From an optimization exercise on the open Yosys and OpenROAD flow, aimed at small area; shortcuts taken in it are not production practice.
Only the layout flow was run in this run; the RTL was not checked for function there.
Power figures rest on the tool's default switching activity, not on a simulated workload.

$ cat flow/design.v
module debounce(key,clk,out,reset);
input key,clk,reset;
reg pre_key;
output out;
reg [22:0]div_count;
reg out;
wire ck_1kHz;
wire ck_1k_pos;
assign ck_1kHz=div_count[16];
reg ck_1k_d1;
reg ck_1k_d2;
assign ck_1k_pos=ck_1k_d1 & ~ck_1k_d2;
always @(posedge clk or negedge reset)
begin
	if(!reset)
	begin
		pre_key<=1'b1;
		div_count<=23'b0;
		ck_1k_d1<=1'b0;
		ck_1k_d2<=1'b0;
		out<=1'b1;
	end
   else begin	
	div_count<=div_count+1;
	ck_1k_d1<= ck_1kHz;
	ck_1k_d2<= ck_1k_d1;
	if(ck_1k_pos==1)
	begin
			if(pre_key==key)
					begin  out<=key; end
			else
					begin  out<=out; end
			pre_key<=key;			
	end
  end
end
 endmodule 
module lab3(clk_50M,key0,key1,key2,reset_n,RS,RW,DB,EN,ON);
input clk_50M,key0,key1,key2,reset_n;
output  EN,ON;
output RS,RW;
output [7:0]DB;
wire key0,key1,key2;
wire clk_50M;
reg RS,RW;
reg EN,ON;
reg [7:0]DB;
reg [20:0] counter;   
reg [3:0]init_set;     
reg [32:0]count_sec;   
reg delay_flag;   
reg  [3:0]state_counter;
reg  [2:0]counter_ST;    
reg [19:0]delay;
parameter state_initial=3'b000;
parameter state_send_address=3'b001;
parameter state_send_data=3'b010;
parameter state_delay=3'b011;
parameter state_send_delay_after=3'b100;
reg   [1:0] state;  
reg   [2:0] address;  
reg   [2:0] address_1;
reg   [2:0] address_2;
reg   [19:0] delay_state;
wire key_0,key_1,key_2;
wire neg_key0,neg_key1,neg_key2;
  debounce D1(.clk(clk_50M),.key(key0),.out(key_0),.reset(reset_n));
  debounce D2(.clk(clk_50M),.key(key1),.out(key_1),.reset(reset_n));
  debounce D3(.clk(clk_50M),.key(key2),.out(key_2),.reset(reset_n));
reg key_0_d1;
reg key_0_d2;
reg key_1_d1;
reg key_1_d2;
reg key_2_d1;
reg key_2_d2;
assign neg_key0=~key_0_d1 & key_0_d2;
assign neg_key1=~key_1_d1 & key_1_d2;
assign neg_key2=~key_2_d1 & key_2_d2; 
reg [3:0] S_1;reg [3:0] S_10;reg [3:0] M_1;reg [3:0] M_10;reg [3:0] H_1;reg [3:0] H_10;
always @ (posedge clk_50M or negedge reset_n)
begin
	if(!reset_n)
   begin
	counter<=21'd0;	
	count_sec<=33'd0;
	DB<=8'b0;
   init_set<=4'd0;
	address<=3'b0;
	address_1<=3'b0;
	address_2<=3'b0;
	state<=state_initial;
	ON<=1'b1;
	EN<=1'b0;
	 key_0_d1<=1'b0;
   key_0_d2<= 1'b0;
   key_1_d1<= 1'b0;
   key_1_d2<=1'b0;
   key_2_d1<=1'b0;
   key_2_d2<=1'b0;
	RW<=1'b1;
	RS<=1'b0;
	state_counter<=4'b0;
	counter_ST<=3'b0;
	delay_flag<=1'b0;
	delay<=20'd0;
	delay_state<=20'd0;
	H_1<=0;
	H_10<=0;
	S_1<=0;
	S_10<=0;
	M_10<=0;
	M_1<=0;   
	end
	else
	begin
	    ON<=1'b1;
		 key_0_d1<= key_0;
		 key_0_d2<= key_0_d1;
		 key_1_d1<= key_1;
		 key_1_d2<= key_1_d1;
		 key_2_d1<= key_2;
		 key_2_d2<= key_2_d1;
		if(neg_key0==1)
		begin
				if(S_1<4'd9)
				begin
						S_1<=S_1+1'b1;
				end
				else if(S_1>=4'd9)
				begin
					S_1<=4'd0;
					if(S_10<4'd5)
					begin
							S_10<=S_10+1'b1;
					end
					else if(S_10>=4'd5)
					begin
							S_10<=4'd0;
					end
		     end
		end	  
	 else	if(neg_key1==1'b1)
		begin
			if(M_1<4'd9)
			begin
					M_1<=M_1+1'b1;
			end
			else if(M_1>=4'd9)
			begin
					M_1<=4'd0;
					if(M_10<4'd5)
					begin
							M_10<=M_10+1'b1;
					end
					else if(M_10>=4'd5)
					begin
							M_10<=4'd0;
					end
			end
		end
	 else	if(neg_key2==1)
		begin
			if(H_1<4'd9)
			begin
				if(H_10==4'd2 && H_1>=4'd3)
				begin
					H_10<=4'd0; H_1<=4'd0;
				end
				else begin
				H_1<=H_1+1'b1;
				end
			end
		   else if(H_1>=4'd9)
			begin
					H_1<=4'd0;
					if(H_10<4'd2)
					begin
							H_10<=H_10+1'b1;
					end
					else if(H_10>=4'd2)
					begin
							H_10<=4'd0;
					end
			end
	 end	
		if(counter_ST<3'd7)
		begin
		counter_ST<=counter_ST+1'b1;
		end
		else if(counter_ST>=3'd7)    
		begin
			if(state_counter<4'd7)    
			begin
			state_counter<=state_counter+1'b1;
			end
			else if(state_counter>=4'd7)
			begin
				if(state_counter>=4'd7 && delay_flag==1'b1)
					begin
					state_counter<=4'd0;
					delay_flag<=1'b0;
					end
			   else if(state_counter>=4'd7 && delay_flag==1'b0)
				begin
						state_counter<=4'd7;
				end  
			end
			counter_ST<=3'd0;
		end
		case(state_counter)    
				4'd0: begin   EN<=1'b0;        delay_flag<=1'b0;      end
				4'd1: begin   EN<=1'b0;              end
				4'd2: begin   EN<=1'b1;              end
			   4'd3: begin   EN<=1'b1;              end
			   4'd4: begin   EN<=1'b1;              end
				4'd5: begin   EN<=1'b0;              end
				4'd6: begin   EN<=1'b0;              end
				4'd7: begin   EN<=1'b0;              end
			endcase	
       if(count_sec<31'd50_00_0000 )
		 begin
		      count_sec<=count_sec+1'b1;
	    end
		 else if(count_sec>=31'd50_00_0000)
	    begin
			count_sec<=31'd0;
		 if(S_1<4'd9)
		 begin
			S_1<=S_1+1'b1;
		 end 
		 else if(S_1>=4'd9)
		 begin
			S_1<=4'b0;
			if(S_10<4'd5)
			begin
					S_10<=S_10+1'b1;
			end
			else if(S_10>=4'd5)
			begin
					S_10<=4'd0;
					if(M_1<4'd9)
					begin
						M_1<=M_1+1'b1;
					end
					else if(M_1>=4'd9)
					begin
							M_1<=4'b0;
							if(M_10<4'd5)
							begin
								M_10<=M_10+1'b1;
							end
							else if(M_10>=4'd5)
							begin
									M_10<=4'b0;
									if(H_1<4'd9)
									begin
										if(H_10==4'd2 && H_1>=4'd3)
										begin
											H_1<=4'd0; H_10<=4'd0;
										end
										else begin
												H_1<=H_1+1'b1;
										end
									end
									else if(H_1>=4'd9)
									begin
									H_1<=4'b0;
									if(H_10<4'd2)
									begin
									H_10<=H_10+1'b1;
									end
								else if(H_10>=4'd2 )
									begin
									H_10<=4'd0;
									end
							end
						end
					end
			  end
		end
	end
   	if(counter<21'd2000000)
			begin
				counter<=counter+1'd1;
			end
		else if(counter>=21'd2000000)	
		   begin
			  if(state==state_initial)
			  begin 
					if(init_set==0)
					begin
						if(state_counter>=4'd0 && state_counter<4'd7)
						begin
								RS<=0; RW<=0; 
						end
						if(state_counter>=4'd0 && state_counter< 4'd7)
						begin
								DB<=8'b00111000;  
						end
						if(state_counter>=4'd7)
						begin
								if(delay<20'd250)
								begin
										delay<=delay+1'd1;
										delay_flag<=1'b0;
								end
								else if(delay>=20'd250) begin
									init_set<=init_set+1'b1;
									delay<=20'd0;
									delay_flag<=1'b1;
								end                    
						end	
				 end
					else if (init_set==1)
					begin
						if(state_counter>=4'd0 && state_counter<4'd7)
						begin
								RS<=1'b0; RW<=1'b0;
						end
						if(state_counter>=4'd0 && state_counter< 4'd7)
						begin
								DB<=8'b00001100;  
						end
						if(state_counter>=4'd7)
						begin
								if(delay<20'd250)
								begin
										delay<=delay+1'd1;
										delay_flag<=1'b0;
								end
								else if(delay>=20'd250)
								begin
								init_set<=init_set+1'b1;
								delay<=20'd0;
								delay_flag<=1'b1;
								end                      
						end
					end	
					else if(init_set==2)
					begin
						if(state_counter>=4'd0 && state_counter<4'd7)
						begin
								RS<=0;  RW<=0; 
						end		
						if(state_counter>=4'd0 && state_counter< 4'd7)
						begin
								DB<=8'b00000001;   
						end
						if(state_counter>=4'd7)
						begin
								if(delay<20'd90000)
								begin
										delay<=delay+1'd1;
										delay_flag<=1'b0;
								end
								else if(delay>=20'd90000)
								begin
								init_set<=init_set+1'b1;
								delay<=20'd0;
								delay_flag<=1'b1;
								end
                  end  				
					end
					else if (init_set==3)
					begin
						if(state_counter>=4'd0 && state_counter<4'd7)
						begin
								RS<=0;   RW<=0;
						end
						if(state_counter>=4'd0 && state_counter< 4'd7)
						begin	
								DB<=8'b00000110; 
					   end
						if(state_counter>=4'd7)
						begin
								if(delay<20'd250)
								begin
										delay<=delay+1'd1;
										delay_flag<=1'b0;
								end
								else if(delay>=20'd250)
								begin
								state<=state_send_address;
								delay<=20'd0;
								delay_flag<=1'b1;
								end
						end
					end
			 end	
				else  if(state==state_send_address)
				begin
					case (address_2)
					3'b000:begin	if(state_counter>=4'd0 && state_counter< 4'd7)   
								begin  
									DB<=8'b10000000; 
								end 
								else if(state_counter>=4'd7)
								begin   
										if(delay<20'd250)
										begin 
												delay<=delay+1'd1;   
												delay_flag<=1'b0;
										end
										else if(delay>=20'd250)
										begin    
												delay<=20'd0; 
												state<=state_send_data; 
												delay_flag<=1'b1;
										end  
								end       
					if(state_counter>=4'd0 && state_counter<4'd7)
					begin
						RS<=0;
						RW<=0;
					end
				end
			endcase
		 	end		
				else  if(state==state_send_data)
				begin
					if(state_counter>=4'd0 && state_counter<4'd7)
					begin
							RW<=1'b0;
							RS<=1'b1;
					end
					 case(address_1) 
					 3'b000:begin if(state_counter>=4'd0 && state_counter< 4'd7)begin DB<=8'b00110000+H_10;  end   else if(state_counter>=4'd7)begin 		if(delay<20'd250)begin  delay<=delay+1'd1; delay_flag<=1'b0;   end else if(delay>=20'd250)begin  delay_flag<=1'b1;  delay<=20'd0;    address_1<=address_1+1'b1;      end    end  end
					 3'b001:begin if(state_counter>=4'd0 && state_counter< 4'd7)begin DB<=8'b00110000+H_1;   end   else if(state_counter>=4'd7)begin  		if(delay<20'd250)begin  delay<=delay+1'd1; delay_flag<=1'b0;  end else if(delay>=20'd250)begin   delay_flag<=1'b1; delay<=20'd0;      address_1<=address_1+1'b1;     end   end  end
					 3'b010:begin if(state_counter>=4'd0 && state_counter< 4'd7)begin DB<=8'b00111010;       end   else if(state_counter>=4'd7)begin 		if(delay<20'd250)begin  delay<=delay+1'd1; delay_flag<=1'b0;  end else if(delay>=20'd250)begin   delay_flag<=1'b1; delay<=20'd0;      address_1<=address_1+1'b1;    end   end  end 
					 3'b011:begin if(state_counter>=4'd0 && state_counter< 4'd7)begin DB<=8'b00110000+M_10;  end   else if(state_counter>=4'd7)begin  	   if(delay<20'd250)begin  delay<=delay+1'd1; delay_flag<=1'b0;  end else if(delay>=20'd250)begin   delay_flag<=1'b1; delay<=20'd0;      address_1<=address_1+1'b1;    end   end  end
					 3'b100:begin if(state_counter>=4'd0 && state_counter< 4'd7)begin DB<=8'b00110000+M_1;   end   else if(state_counter>=4'd7)begin  		if(delay<20'd250)begin  delay<=delay+1'd1; delay_flag<=1'b0;  end else if(delay>=20'd250)begin   delay_flag<=1'b1; delay<=20'd0;      address_1<=address_1+1'b1;    end   end  end
					 3'b101:begin if(state_counter>=4'd0 && state_counter< 4'd7)begin DB<=8'b00111010;       end   else if(state_counter>=4'd7)begin  		if(delay<20'd250)begin  delay<=delay+1'd1; delay_flag<=1'b0;  end else if(delay>=20'd250)begin   delay_flag<=1'b1; delay<=20'd0;       address_1<=address_1+1'b1; end    end  end
					 3'b110:begin if(state_counter>=4'd0 && state_counter< 4'd7)begin DB<=8'b00110000+S_10;  end   else if(state_counter>=4'd7)begin   		if(delay<20'd250)begin  delay<=delay+1'd1; delay_flag<=1'b0;  end else if(delay>=20'd250)begin   delay_flag<=1'b1; delay<=20'd0;      address_1<=address_1+1'b1;     end    end   end
					 3'b111:begin if(state_counter>=4'd0 && state_counter< 4'd7)begin DB<=8'b00110000+S_1;   end   else if(state_counter>=4'd7)begin  		if(delay<20'd250)begin  delay<=delay+1'd1; delay_flag<=1'b0;  end else if(delay>=20'd250)begin   delay_flag<=1'b1; delay<=20'd0;  state<=state_send_address; address_2<=3'b0;    address_1<=3'b0;      end     end   end
				    endcase
				end
		   end
      end
  end
endmodule
$ cat flow/run.sh
#!/bin/bash
# synth_recipe.tcl (not shown) runs the flow's synth.tcl, then flattens the netlist and writes it again
# the make line also repeats each setting of config.mk as NAME=value (left out here)
make -C /OpenROAD-flow-scripts/flow DESIGN_CONFIG=/design/flow/config.mk WORK_HOME=/design/flow/orfs CLKGATE_MAP_FILE= SYNTH_SCRIPT=/design/flow/synth_recipe.tcl finish
$ cat flow/constraint.sdc
create_clock -name core_clock -period 20.0 [get_ports {clk_50M}]
set_input_delay 4.0000 -clock core_clock [delete_from_list [all_inputs] [get_ports {clk_50M}]]
set_output_delay 4.0000 -clock core_clock [all_outputs]
set_load 0.01 [all_outputs]
$ cat flow/config.mk
export PLATFORM = sky130hd
export DESIGN_NAME = lab3
export DESIGN_NICKNAME = lab3
export VERILOG_FILES = /design/flow/design.v
export SDC_FILE = /design/flow/constraint.sdc
export NUM_CORES = 4
export LEC_CHECK = 0
export CAP_MARGIN = 20
export CORE_MARGIN = 2
export CORE_UTILIZATION = 40
export PLACE_DENSITY = 0.6
export SLEW_MARGIN = 20
==> impl_metrics.py <==
metrics = {
    "outcome": {
        "status": "timing/DRC/antenna clean",
    },
    "clock_network": {
        "clk-insertion-delay-late_ps": 440,
        "numClockSinks": 193,
        "cts_max_level": 4,
        "cts_hold_buf": 0,
        "cts_setup_buffers": 0,
        "root_buffer": "clkbuf_16",
        "cts_tree": "yes",
        "cts_resized": 0,
        "cts_buffers": 17,
        "clock_path_buffers": 2,
        "clk_pin_slew_ps": 80,
    },
    "cells_and_area": {
        "fin_nets": 991,
        "diodes": 0,
        "fillCellCount": 2164,
        "seq_area_sq_um": 4840,
        "multi_input_area_sq_um": 4250,
        "drive_above_1_share_pct": 5.72,
        "final_area_sq_um": 10400,
        "syn_to_final_growth_pct": 10.9,
    },
    "worst_setup_path": {
        "regToRegEndpoint": "delay[10]",
        "critical_path_class": "flop to output port",
        "critPathMaxStageDelay_ps": 530,
        "crit_start": "RW",
        "crit_slowest_cell": "dfstp_2",
        "worstReg2RegStart": "address_1[0]",
        "crit_chain": "clkdlybuf4s50_1",
        "r2r_slack_ps": 16980,
        "critical_path.top_delay_family": "flip-flops",
        "crit_cells": 1,
        "worstSetupStartpointType": "flop",
        "cp.arrival_ps": 1480,
        "worstSetupEndpointType": "output port",
        "reg2reg_depth": 8,
        "required_ps": 16000,
        "cp_max_fo": 2,
        "endpoint": "RW",
        "cp_num_buf_inv": 1,
    },
    "timing": {
        "finalClockSkew_ps": 10.6,
        "max_freq_mhz": 182,
        "slew_viol_final": 0,
        "min_period_over_period_pct": 27.4,
        "grt_setup_unrepaired": "no",
        "min_period_ps": 5480,
        "max_slew_margin_pct": 36.0,
        "hold_viol": 0,
        "tightest_slew_ps": 959,
        "setup_tns_ps": 0,
        "setup_viol": 0,
    },
    "synth": {
        "synthCells": 931,
        "synth_edf_count": 0,
        "ys_seq_elements": 193,
        "async_flop_share_pct": 100,
        "syn-mean-instance-area_sq_um": 10.1,
        "synth-main-ff-cell": "dfrtp_1",
        "ys_warn_count": 2,
        "ys_types": 65,
        "synth-seq-area-share_pct": 51.7,
        "synthesis.area_sq_um": 9360,
    },
    "global_routing": {
        "grt_pass1_wl_um": 30800,
        "grt_pass1_vias": 6434,
        "antenna_found_initial": 0,
        "grtUsageTotal_pct": 15.4,
        "grt_overflow": 0,
        "grt_start_max_net_pins": 123,
    },
    "drt": {
        "vias": 6573,
        "routed_wirelength_um": 17500,
        "postRouteAntennaNets": 0,
        "drt-pass1-iter-count": 6,
        "dr.first_iter.drc_count": 456,
        "drc_errors": 0,
        "vias_per_cell": 5.16,
        "wl_per_cell_um": 13.8,
    },
    "die": {
        "rows": 55,
        "core_area_sq_um": 22800,
        "die_x_um": 157,
        "dieArea_sq_um": 24700,
        "io_pins": 17,
        "die_y_um": 157,
        "initial_utilization_pct": 41.1,
    },
    "placement": {
        "port_buffers": 14,
        "dp_hpwl_um": 11900,
        "place_congestion": 0.807,
        "placed_cell_area_sq_um": 9830,
    },
    "pwr": {
        "power_density_nw_per_um2": 74.4,
        "leakage_nw": 4.59,
        "peakVddDrop_uv": 41.0,
        "total_power_uw": 773,
    },
    "hold_path": {
        "min_path_type": "flop to flop",
        "hold_depth": 0,
    },
    "flow_run": {
        "cap_viol_max_count": 0,
    },
}
-- per-layer routing --
| metal | global-route usage (%) | up-vias | routed length, um |
|---|---|---|---|
| met5 | 0 | - | 0 |
| met4 | 4.33 | 0 | 190 |
| met3 | 3.55 | 16 | 511 |
| met2 | 25.0 | 74 | 8180 |
| met1 | 20.8 | 3195 | 8660 |
| li1 | - | 3288 | - |
-- metrics by stage --
stage | worst slack [ps] | util (%) | hold slack [ps] | std cells
final | 14520 | 45.6 | 379 | 1275
after global routing | 14450 | 45.6 | 390 | 1275
after CTS | 14490 | 45.6 | 383 | 1275
after detailed placement | 14190 | 43.1 | 375 | 1243
after global placement | 14200 | 43.1 | 358 | 1243
after floorplan | 15450 | - | 354 | 938
-- cells by family after synthesis --
kind of cell	count (synthesis)	share of synthesized area (%)
multiplexers	12	1.39
AO/OA/AOI/OAI	163	11.5
AND/OR/NAND/NOR	364	19.2
other	2	0.0802
flip-flops	193	51.7
adder cells (fa/ha/maj)	37	4.94
XOR/XNOR	86	8.04
buffers and inverters	74	3.18
-- worst min-delay path by stage --
| stage | slack, ps | start | to |
|---|---|---|---|
| 4_1_cts | 380 | D3.ck_1k_d1 | D3.ck_1k_d2 |
| 3_5_place_dp | 380 | D1.ck_1k_d1 | D1.ck_1k_d2 |
| 6_report | 380 | D3.ck_1k_d1 | D3.ck_1k_d2 |
| 2_1_floorplan | 350 | key_1_d1 | key_1_d2 |
| 5_1_grt | 390 | D3.ck_1k_d1 | D3.ck_1k_d2 |
| 3_3_place_gp | 360 | D3.ck_1k_d1 | D3.ck_1k_d2 |
-- sequential cells by signal, indices dropped and copies added (netlist names), 2 cells and up --
| name | flops |
|---|---|
| counter | 21 |
| H_1 | 4 |
| delay | 20 |
| state_counter | 4 |
| H_10 | 4 |
| count_sec | 33 |
| counter_ST | 3 |
| S_10 | 4 |
| DB | 6 |
| S_1 | 4 |
| D1.div_count | 17 |
| M_1 | 4 |
| M_10 | 4 |
| D2.div_count | 17 |
| init_set | 4 |
| address_1 | 3 |
| state | 2 |
| D3.div_count | 17 |
-- synth_stat cells, types with 5 or more instances --
| cell | n | area (sq um) |
|---|---|---|
| mux2_2 | 7 | 78.8 |
| inv_1 | 51 | 191 |
| a21o_1 | 12 | 90.1 |
| nor4_1 | 5 | 31.3 |
| nor3_1 | 30 | 150 |
| and2_1 | 10 | 62.6 |
| nand3_1 | 58 | 290 |
| or4_1 | 5 | 37.5 |
| a21oi_1 | 26 | 130 |
| nand2_1 | 80 | 300 |
| nand4_1 | 21 | 131 |
| dfstp_2 | 7 | 184 |
| o211ai_1 | 10 | 75.1 |
| dfrtp_1 | 186 | 4650 |
| o21a_1 | 5 | 37.5 |
| nor2_1 | 83 | 312 |
| clkbuf_1 | 18 | 67.6 |
| and3_1 | 23 | 144 |
| nand2b_1 | 11 | 68.8 |
| or3_1 | 10 | 62.6 |
| xnor2_1 | 54 | 473 |
| nor3b_1 | 5 | 37.5 |
| xor2_1 | 32 | 280 |
| o31ai_1 | 13 | 97.6 |
| o21ai_0 | 40 | 200 |
| ha_1 | 37 | 463 |
| a31oi_1 | 6 | 37.5 |
| o21ai_1 | 12 | 60.1 |
| nor2b_1 | 11 | 68.8 |
-- area by class of cell --
cell class / count / area share [%]
Multi-Input combinational cell: 671 / 41.0
Inverter: 51 / 1.84
Sequential cell: 193 / 46.6
Tap cell: 313 / 3.77
Clock inverter: 13 / 1.22
Clock buffer: 19 / 4.17
Timing Repair Buffer: 15 / 1.46
-- report_power, final --
part | total [mW] | switching (mW) | internal, mW
sequential | 0.410 | 0.0115 | 0.399
combinational | 0.0379 | 0.0239 | 0.0140
clock | 0.325 | 0.160 | 0.164
-- placed cells by master (no fill, tap or decap), types with 11 or more instances in the layout --
cell type        Yosys  final
dfrtp_1            186    186
nor2_1              83     83
nand2_1             80     80
nand3_1             58     58
xnor2_1             54     54
inv_1               51     51
o21ai_0             40     40
ha_1                37     37
xor2_1              32     32
nor3_1              30     30
a21oi_1             26     26
and3_1              23     23
nand4_1             21     21
clkbuf_16            0     17
o31ai_1             13     13
clkdlybuf4s50_1      0     13
o21ai_1             12     12
a21o_1              12     12
nand2b_1            11     11
nor2b_1             11     11

==> static timing again, ports no longer ideal <==
The results above use ideal ports. As a check the final layout listed here was re-extracted and re-timed, cells and wires unchanged.
Step 1 sets driving cells, clkbuf_16 on the clock port and buf_2 on the other inputs (assumed; they add their load-dependent delay and slew).
Step 2 adds t to the input delays and takes it off the output delays; t is the mean of the earliest and latest rising clock arrival at the registers after step 1. Input paths then give back, and output paths get back, about the clock's delay inside the block.
a / b / c = ideal / step 1 / step 2; a / b = the first two.
t, ns: 0.476
setup slack, ns: 14.518 / 14.472 / 14.358
slew at the worst register clock pin (ns): 0.08 / 0.08
After both steps this run still meets setup and hold. The setup slack of this run moves by -0.046 ns with the drivers and by -0.160 ns with both steps. The worst setup slack also covers recovery checks on asynchronous resets.
